Context: an optimization exercise on an open-source flow, tuned for small area. The choices shown serve that exercise and are no tape-out recipe. In this exercise RTL edits were held to simulation tests only and were not proved equivalent to the original. Power and IR drop assume default switching activity.

### flow/design.v
module flappyBird
	(
		clk,
		resetn,    
		flap_n,    
		x,
		y,
		colour,
		plot,
		HEX0,
		HEX1
	);
	input			clk;
	input			resetn;
	input			flap_n;
	output	[7:0]	x;
	output	[6:0]	y;
	output	[2:0]	colour;
	output			plot;
	output	[6:0]	HEX1;
	output	[6:0]	HEX0;
	localparam	S_WFRAME   = 4'd0,
				S_ERASESET = 4'd1,
				S_ERASE    = 4'd2,
				S_NVSET    = 4'd3,
				S_NV       = 4'd4,
				S_CONT     = 4'd5,
				S_CHECK    = 4'd6,
				S_CLR      = 4'd8,
				S_CLRSET   = 4'd9,
				S_INITSET  = 4'd10,
				S_INIT     = 4'd11,
				S_WFLAP    = 4'd12;
	localparam	P_FIRST = 3'd0,
				P_BIRD  = 3'd1,
				P_UP    = 3'd2,
				P_LO    = 3'd3,
				P_COIN  = 3'd4;
	reg [3:0] st;
	reg [2:0] ph;
	reg [1:0] k;         
	reg [7:0] c;         
	reg [6:0] r;         
	reg [7:0] xP1, xP2, xP3;
	reg [6:0] yP1, yP2, yP3;
	reg signed [7:0] curY;
	reg [6:0] oldY;
	reg signed [4:0] ds;
	reg [7:0] points;
	reg wrapped;         
	reg coll;
	reg fs;              
	reg [12:0] q;        
	reg [1:0] fk;        
	wire pass   = (st == S_INIT) | (st == S_ERASE) | (st == S_NV);
	wire cur    = (st == S_INIT) | (st == S_NV);
	wire oldcur = (st == S_INITSET) | (st == S_NVSET);
	wire setup  = (st == S_INITSET) | (st == S_ERASESET) | (st == S_NVSET);
	wire fm     = (q == 13'd0);
	wire [1:0] speed = (points >= 8'd20) ? 2'd3 :
	                   (points >= 8'd5)  ? 2'd2 :
	                   wrapped ? 2'd3 : 2'd1;
	wire [4:0] tmod = {fk, 3'b000} - q[4:0];
	wire [4:0] phi  = {tmod[0], 4'b0000} - tmod;
	wire [6:0] yB = oldcur ? curY[6:0] : oldY;
	function hit;
		input [7:0] xp;
		input [6:0] yp;
		input [6:0] yb;
		begin
			hit = (xp >= 8'd72) && (xp <= 8'd82) &&
			      (({1'b0, yb} <= {1'b0, yp} + 8'd1) || ({1'b0, yb} >= {1'b0, yp} + 8'd36));
		end
	endfunction
	wire collNow = hit(xP1, yP1, yB) | hit(xP2, yP2, yB) | hit(xP3, yP3, yB);
	wire flapActive = fs & ~coll;
	wire drop = (st == S_CONT);
	wire [7:0] xPk = (k == 2'd0) ? xP1 : (k == 2'd1) ? xP2 : xP3;
	wire [6:0] yPk = (k == 2'd0) ? yP1 : (k == 2'd1) ? yP2 : yP3;
	wire [6:0] yPn = (k == 2'd0) ? yP2 : yP3;    
	wire bc = (ph == P_BIRD) | (ph == P_COIN);
	wire rowEnd  = (c[2:0] == 3'd6);
	wire upEnd   = (c[2:0] == 3'd5) && (r == 7'd0);
	wire loEnd   = (c[2:0] == 3'd5) && (r == 7'd119);
	wire cnt15   = (c[3:0] == 4'd15);
	wire coinK   = (xPk >= 8'd82);
	wire lastPix = (k == 2'd2) && (((ph == P_LO) && loEnd && !coinK) || ((ph == P_COIN) && cnt15));
	wire clrEnd  = (r == 7'd120);
	wire [7:0] xbase = (ph == P_BIRD) ? 8'd78 : xPk;
	wire [2:0] xoff  = bc ? {1'b0, c[3:2]} : (rowEnd ? 3'd0 : c[2:0]);
	assign x = ((st == S_CLR) || (ph == P_FIRST)) ? c : xbase + {5'd0, xoff};
	assign y = r + (bc ? {5'd0, c[1:0]} : 7'd0);
	assign colour[0] = 1'b0;
	assign colour[1] = (ph == P_FIRST) ? (st == S_ERASE) : (cur & (ph != P_BIRD));
	assign colour[2] = (ph == P_FIRST) ? ((st == S_ERASE) & (xP3 >= 8'd82)) : (cur & bc);
	assign plot = pass | (st == S_CLR);
	always @(posedge clk) begin
		if (!resetn)
			st <= S_CLRSET;
		else
			case (st)
				S_CLRSET:   st <= S_CLR;
				S_CLR:      st <= clrEnd ? S_INITSET : S_CLR;
				S_INITSET:  st <= S_INIT;
				S_INIT:     st <= lastPix ? S_WFLAP : S_INIT;
				S_WFLAP:    st <= flap_n ? S_WFLAP : S_WFRAME;
				S_WFRAME:   st <= fm ? S_ERASESET : S_WFRAME;
				S_ERASESET: st <= S_ERASE;
				S_ERASE:    st <= lastPix ? S_NVSET : S_ERASE;
				S_NVSET:    st <= S_NV;
				S_NV:       st <= lastPix ? S_CHECK : S_NV;
				S_CHECK:    st <= S_CONT;
				default:    st <= S_WFRAME;
			endcase
	end
	always @(posedge clk) begin
		if (setup || (st == S_CLRSET)) begin
			ph <= P_FIRST;
			c <= 8'd0;
			r <= 7'd0;
			k <= 2'd0;
		end
		else if (st == S_CLR) begin
			if (ph == P_FIRST)
				ph <= P_UP;
			else if (c == 8'd160) begin
				c <= 8'd0;
				r <= r + 7'd1;
			end
			else
				c <= c + 8'd1;
		end
		else begin
			case (ph)
				P_FIRST: begin
					ph <= P_BIRD;
					c <= 8'd0;
					r <= cur ? curY[6:0] : oldY;
				end
				P_BIRD: begin
					c <= c + 8'd1;
					if (cnt15) begin
						ph <= P_UP;
						k <= 2'd0;
						c <= 8'd0;
						r <= yP1;
					end
				end
				P_UP: begin
					if (rowEnd) begin
						c <= 8'd0;
						r <= r - 7'd1;
					end
					else if (upEnd) begin
						ph <= P_LO;
						c <= 8'd0;
						r <= yPk + 7'd40;
					end
					else
						c <= c + 8'd1;
				end
				P_LO: begin
					if (rowEnd) begin
						c <= 8'd0;
						r <= r + 7'd1;
					end
					else if (loEnd) begin
						c <= 8'd0;
						if (coinK) begin
							ph <= P_COIN;
							r <= yPk + 7'd19;
						end
						else begin
							ph <= P_UP;
							k <= k + 2'd1;
							r <= yPn;
						end
					end
					else
						c <= c + 8'd1;
				end
				default: begin  
					c <= c + 8'd1;
					if (cnt15) begin
						ph <= P_UP;
						k <= k + 2'd1;
						c <= 8'd0;
						r <= yPn;
					end
				end
			endcase
		end
	end
	wire [7:0] sp8 = {6'd0, speed};
	wire w1 = xP1 < sp8;
	wire w2 = xP2 < sp8;
	wire w3 = xP3 < sp8;
	wire s1 = !w1 && (xP1 >= 8'd72) && (xP1 < 8'd72 + sp8);
	wire s2 = !w2 && (xP2 >= 8'd72) && (xP2 < 8'd72 + sp8);
	wire s3 = !w3 && (xP3 >= 8'd72) && (xP3 < 8'd72 + sp8);
	always @(posedge clk) begin
		if (!resetn) begin
			xP1 <= 8'd135; yP1 <= 7'd40;
			xP2 <= 8'd20;  yP2 <= 7'd60;
			xP3 <= 8'd60;  yP3 <= 7'd30;
			points <= 8'd0;
			wrapped <= 1'b0;
		end
		else if (oldcur) begin
			if (w1) begin
				xP1 <= 8'd160; yP1 <= 7'd30 + {2'd0, phi};
			end
			else if (!coll)
				xP1 <= xP1 - sp8;
			if (w2) begin
				xP2 <= 8'd160; yP2 <= 7'd20 + {2'd0, phi};
			end
			else if (!coll)
				xP2 <= xP2 - sp8;
			if (w3) begin
				xP3 <= 8'd160; yP3 <= 7'd40 + {2'd0, phi};
			end
			else if (!coll)
				xP3 <= xP3 - sp8;
			if (!coll && (s1 || s2 || s3)) begin
				points <= points + 8'd1;
				if (points == 8'd255)
					wrapped <= 1'b1;
			end
		end
	end
	always @(posedge clk) begin
		if (!resetn)
			coll <= 1'b0;
		else if (collNow)
			coll <= 1'b1;
	end
	always @(posedge clk) begin
		if (!resetn)
			fs <= 1'b0;
		else
			fs <= ~fs & ~flap_n;
	end
	wire signed [8:0] d = curY - ds;
	always @(posedge clk) begin
		if (!resetn) begin
			curY <= 8'sd58;
			oldY <= 7'd58;
			ds <= 5'sd2;
		end
		else begin
			if (drop)
				oldY <= curY[6:0];
			if (flapActive) begin
				ds <= 5'sd2;
				if (drop && d >= 0)
					curY <= curY - 8'sd2;
			end
			else if (drop) begin
				if (d < 0) begin
					curY <= 8'sd0;
					ds <= ds - 5'sd1;
				end
				else if (d > 116)
					curY <= 8'sd116;
				else begin
					curY <= d[7:0];
					ds <= ds - 5'sd1;
				end
			end
		end
	end
	always @(posedge clk) begin
		if (!resetn) begin
			q <= 13'd0;
			fk <= 2'd0;
		end
		else if (fm) begin
			q <= 13'd4999;
			fk <= fk + 2'd1;
		end
		else
			q <= q - 13'd1;
	end
	decoder dec0(
		.in(points[3:0]),
		.hex(HEX0)
		);
	decoder dec1(
		.in(points[7:4]),
		.hex(HEX1)
		);
endmodule
module decoder(in, hex);
	input [3:0] in;
	output [6:0] hex;
	assign hex[0] = ~((in[3] | in[2] | in[1] | ~in[0]) & (in[3] | ~in[2] | in[1] | in[0])
		& (~in[3] | ~in[2] | in[1] | ~in[0]) & (~in[3] | in[2] | ~in[1] | ~in[0]));
	assign hex[1] = ~((in[3] | ~in[2] | in[1] | ~in[0]) & (~in[3] | ~in[2] | in[1] | in[0])
		& (~in[3] | ~in[1] | ~in[0]) & (~in[2] | ~in[1] | in[0]));
	assign hex[2] = ~((~in[3] | ~in[2] | in[1] | in[0]) & (in[3] | in[2] | ~in[1] | in[0])
		& (~in[3] | ~in[2] | ~in[1]));
	assign hex[3] = ~((in[3] | ~in[2] | in[1] | in[0]) & (in[3] | in[2] | in[1] | ~in[0])
		& (~in[2] | ~in[1] | ~in[0]) & (~in[3] | in[2] | ~in[1] | in[0]));
	assign hex[4] = ~((in[3] | ~in[2] | in[1]) & (in[2] | in[1] | ~in[0]) & (in[3] | ~in[0]));
	assign hex[5] = ~((~in[3] | ~in[2] | in[1] | ~in[0]) & (in[3] | in[2] | ~in[0])
		& (in[3] | in[2] | ~in[1]) & (in[3] | ~in[1] | ~in[0]));
	assign hex[6] = ~((in[3] | in[2] | in[1]) & (in[3] | ~in[2] | ~in[1] | ~in[0])
		& (~in[3] | ~in[2] | in[1] | in[0]));
endmodule
### flow/run.sh
#!/bin/bash
# synth_recipe.tcl (not shown) runs the flow's synth.tcl, then flattens the netlist and writes it again
# the make line also repeats each setting of config.mk as NAME=value (left out here)
make -C /OpenROAD-flow-scripts/flow DESIGN_CONFIG=/design/flow/config.mk WORK_HOME=/design/flow/orfs CLKGATE_MAP_FILE= SYNTH_SCRIPT=/design/flow/synth_recipe.tcl finish
### flow/config.mk
export PLATFORM = sky130hd
export DESIGN_NAME = flappyBird
export DESIGN_NICKNAME = flappyBird
export VERILOG_FILES = /design/flow/design.v
export SDC_FILE = /design/flow/constraint.sdc
export NUM_CORES = 4
export LEC_CHECK = 0
export CAP_MARGIN = 20
export CORE_MARGIN = 2
export CORE_UTILIZATION = 40
export SLEW_MARGIN = 20
### flow/constraint.sdc
create_clock -name core_clock -period 10.0 [get_ports {clk}]
set_input_delay 2.0000 -clock core_clock [delete_from_list [all_inputs] [get_ports {clk}]]
set_output_delay 2.0000 -clock core_clock [all_outputs]
set_load 0.01 [all_outputs]
==> out/qor.csv <==
stage,metric,value,unit
floorplanning,dieWidth,160,um
clock_network,clock_path_buffers,2,
synthesis,async_flop_share,0,
synthesis,synth_cells,1311,
clock_network,post_cts_buffers,0,
worst_setup_path,critical_path_required,8.00,ns
floorplanning,dieArea,0.0257,sq mm
clock_network,htreeDepth,4,
sta,rsz0062_at_grt,no,
floorplanning,core,0.0242,sq mm
routing,drtAntennaViolNets,0,
placement,globalplace.congestion,0.952,
worst_setup_path,path_class,reg -> out,
sta,period_share,0.605,
sta,tns,0,ns
sta,holdWs,0.453,ns
grt,grt_max_degree,46,
layout,nets,1395,
grt,grt_pass1_wl,44000,um
clock_network,clock-root-buffer,clkbuf_16,
hold_path,hold_path.class,reg -> reg,
sta,clock.fmax,0.165,GHz
synthesis,synth_compound_area_frac,0.213,
floorplanning,ios,36,
synthesis,ys_warn_count,1,
routing,viasPerCell,5.63,
synthesis,ys_types,77,
sta,setup_viol,0,
synthesis,syn_nets,1414,
grt,grt_overflow,0,
synthesis,netlist.top_cell.by_area,dfxtp_1,
sta,slew_violations,0,
synthesis,syn_avg_cell_area,7.47,sq um
sta,min_period,6.05,ns
synthesis,yosys-top-cells-count,"143 x nand2_1, 134 x nor2_1, 113 x dfxtp_1",
clock_network,cts_tree,done,
synthesis,synthTopCellsByArea,"dfxtp_1 23%, ha_1 12%, nand2_1 5.5%",
synthesis,synth_seq_cells,113,
floorplanning,die_h,160,um
routing,routed_wl,26400,um
synthesis,synth.top_cell.area_share,0.231,
synthesis,yosysSeqAreaShare,0.231,
floorplanning,rows,57,
placement,portBuffers,34,
routing,vias,9165,
clock_network,cts_buffers,17,
job,max_cap_violations,0,
grt,grt_pass1_vias,8593,
layout,areaGrowthSynthToFinish,10.6,%
worst_setup_path,arrival,4.05,ns
worst_setup_path,critical_path_peak_fanout,16,
clock_network,cts_resized,0,
clock_network,cts.hold.buffers_added,0,
pwr,peakVddDrop,0.000100,V
floorplanning,start_util,0.405,
pwr,p_leak,0.00415,uW
grt,grt_use_total,0.208,
synthesis,muxShareOfSynthArea,0.0456,
sta,fin_skew,0.00863,ns
synthesis,synth_xor_area_frac,0.0868,
layout,antenna_cells,0,
synthesis,syn_area,0.00979,sq mm
routing,drc_errors,0,
sta,hold_viol,0,
routing,drt-initial-drc-count,592,
worst_setup_path,endpoint_kind,output port,
clock_network,clkTransAtPathRegs,0.06,ns
worst_setup_path,cp-start-kind,flip-flop,
clock_network,clk_latency,0.42,ns
layout,drive_gt1_frac,0.0536,
clock_network,clock_sinks,113,
synthesis,synthSimpleGateAreaFrac,0.234,
synthesis,synth_top_family_by_area,simple AND/OR/NAND/NOR gates,
synthesis,synth-adder-area-share,0.133,
sta,max_slew_margin,0.292,
synthesis,synth.most_common_cell,nand2_1,
pwr,powerDensity,136,mW/mm^2
grt,antenna_found_initial,0,
synthesis,synth-edff-count,0,
placement,place_hpwl,19700,um
run_status,status,finished clean,
routing,drt_first_pass_iters,6,
routing,wl_per_cell,16.2,um
synthesis,synth_ff_type,dfxtp_1,
sta,worst_slew_pin_slew,1.06,ns
where the power goes:
part	switching (uW)	internal, uW
Sequential	42.6	479
Clock	234	348
Combinational	213	158
worst max-delay path, stage by stage (launching register included):
cell and delay [ns]:
dfxtp_1 0.32, inv_1 0.08, ha_1 0.64, mux2_2 0.41, mux2i_1 0.19, nand2_1 0.13
ha_1 0.30, a21o_1 0.11, a21oi_1 0.09, nor3_1 0.28, nand3_1 0.15, o21a_1 0.23
o21ai_0 0.14, clkdlybuf4s50_1 0.56
routing by layer:
metal / routed length [um] / vias up / GRT usage
met2: 12000 / 219 / 0.339
met5: 0 / - / 0
met1: 12600 / 4290 / 0.285
li1: - / 4612 / -
met4: 522 / 0 / 0.0622
met3: 1210 / 44 / 0.0338
metrics by stage:
step | total power, uW | util | std cells | instance area (sq um) | worst slack [ns]
2_1_floorplan | 809 | - | 1311 | 9790 | 5.17
3_3_place_gp | 898 | 0.425 | 1597 | 10300 | 4.40
3_5_place_dp | 902 | 0.425 | 1597 | 10300 | 4.34
4_1_cts | 1490 | 0.448 | 1629 | 10800 | 3.88
5_1_grt | 1560 | 0.448 | 1629 | 10800 | 3.65
6_report | 1480 | 0.448 | 1629 | 10800 | 3.95
sequential cells by signal, summed over array words and instances (netlist names), 8 cells and up:
register  cells
curY          8
c             8
q            13
xP2           8
xP3           8
points        8
xP1           8
worst paths after layout:
path	slack [ns]	end	cells past startpoint	startpoint
worst max-delay path	3.95	x[7]	13	k[1]
worst min-delay path	0.45	q[12]	2	q[12]
worst max register to register	5.80	points[7]	12	points[1]
worst min register to register	0.45	q[12]	2	q[12]
placed cells by master (no fill, tap or decap), types with 34 or more instances in the layout:
| master | n |
|---|---|
| nand2_1 | 143 |
| nor2_1 | 134 |
| dfxtp_1 | 113 |
| a21oi_1 | 105 |
| ha_1 | 96 |
| o21ai_0 | 78 |
| inv_1 | 65 |
| xnor2_1 | 55 |
| nand3_1 | 46 |
| nor3_1 | 44 |
| xor2_1 | 42 |
| clkdlybuf4s50_1 | 34 |
area by class of cell:
cell class	count	area [sq um]
fillers	2432	13300
multi-input cells	1055	6980
flip-flops and latches	113	2260
clock buffers	20	447
well taps	324	405
repair buffers	39	378
inverters	66	248
clock inverters	12	110
cells by family after synthesis:
logic type,Yosys count
compound gates,325
mux,43
other cells,1
buf+inv,143
fa+ha+maj,103
xor+xnor,97
flops,113
simple gates,486

==> separate check: timing with driven ports <==
Ports are ideal in the flow. The routed layout listed here was re-timed in OpenROAD. Step 1 sets driving cells, clkbuf_16 on the clock port and buf_2 on the other inputs (assumed; they add their load-dependent delay and slew). Step 2 also shifts input and output timing later by t, the mid clock arrival at the registers, as if the neighbouring blocks saw the same clock. Three values: ideal, step 1, step 2; two values: the first two.
t, ns: 0.463
slack for setup (ns): 3.946 / 3.900 / 4.363
latest minus earliest clock arrival (ns): 0.010 / 0.010
After both steps this run still meets setup and hold. For this run, drivers alone change the setup slack by -0.046 ns; drivers and shift together by +0.417 ns.
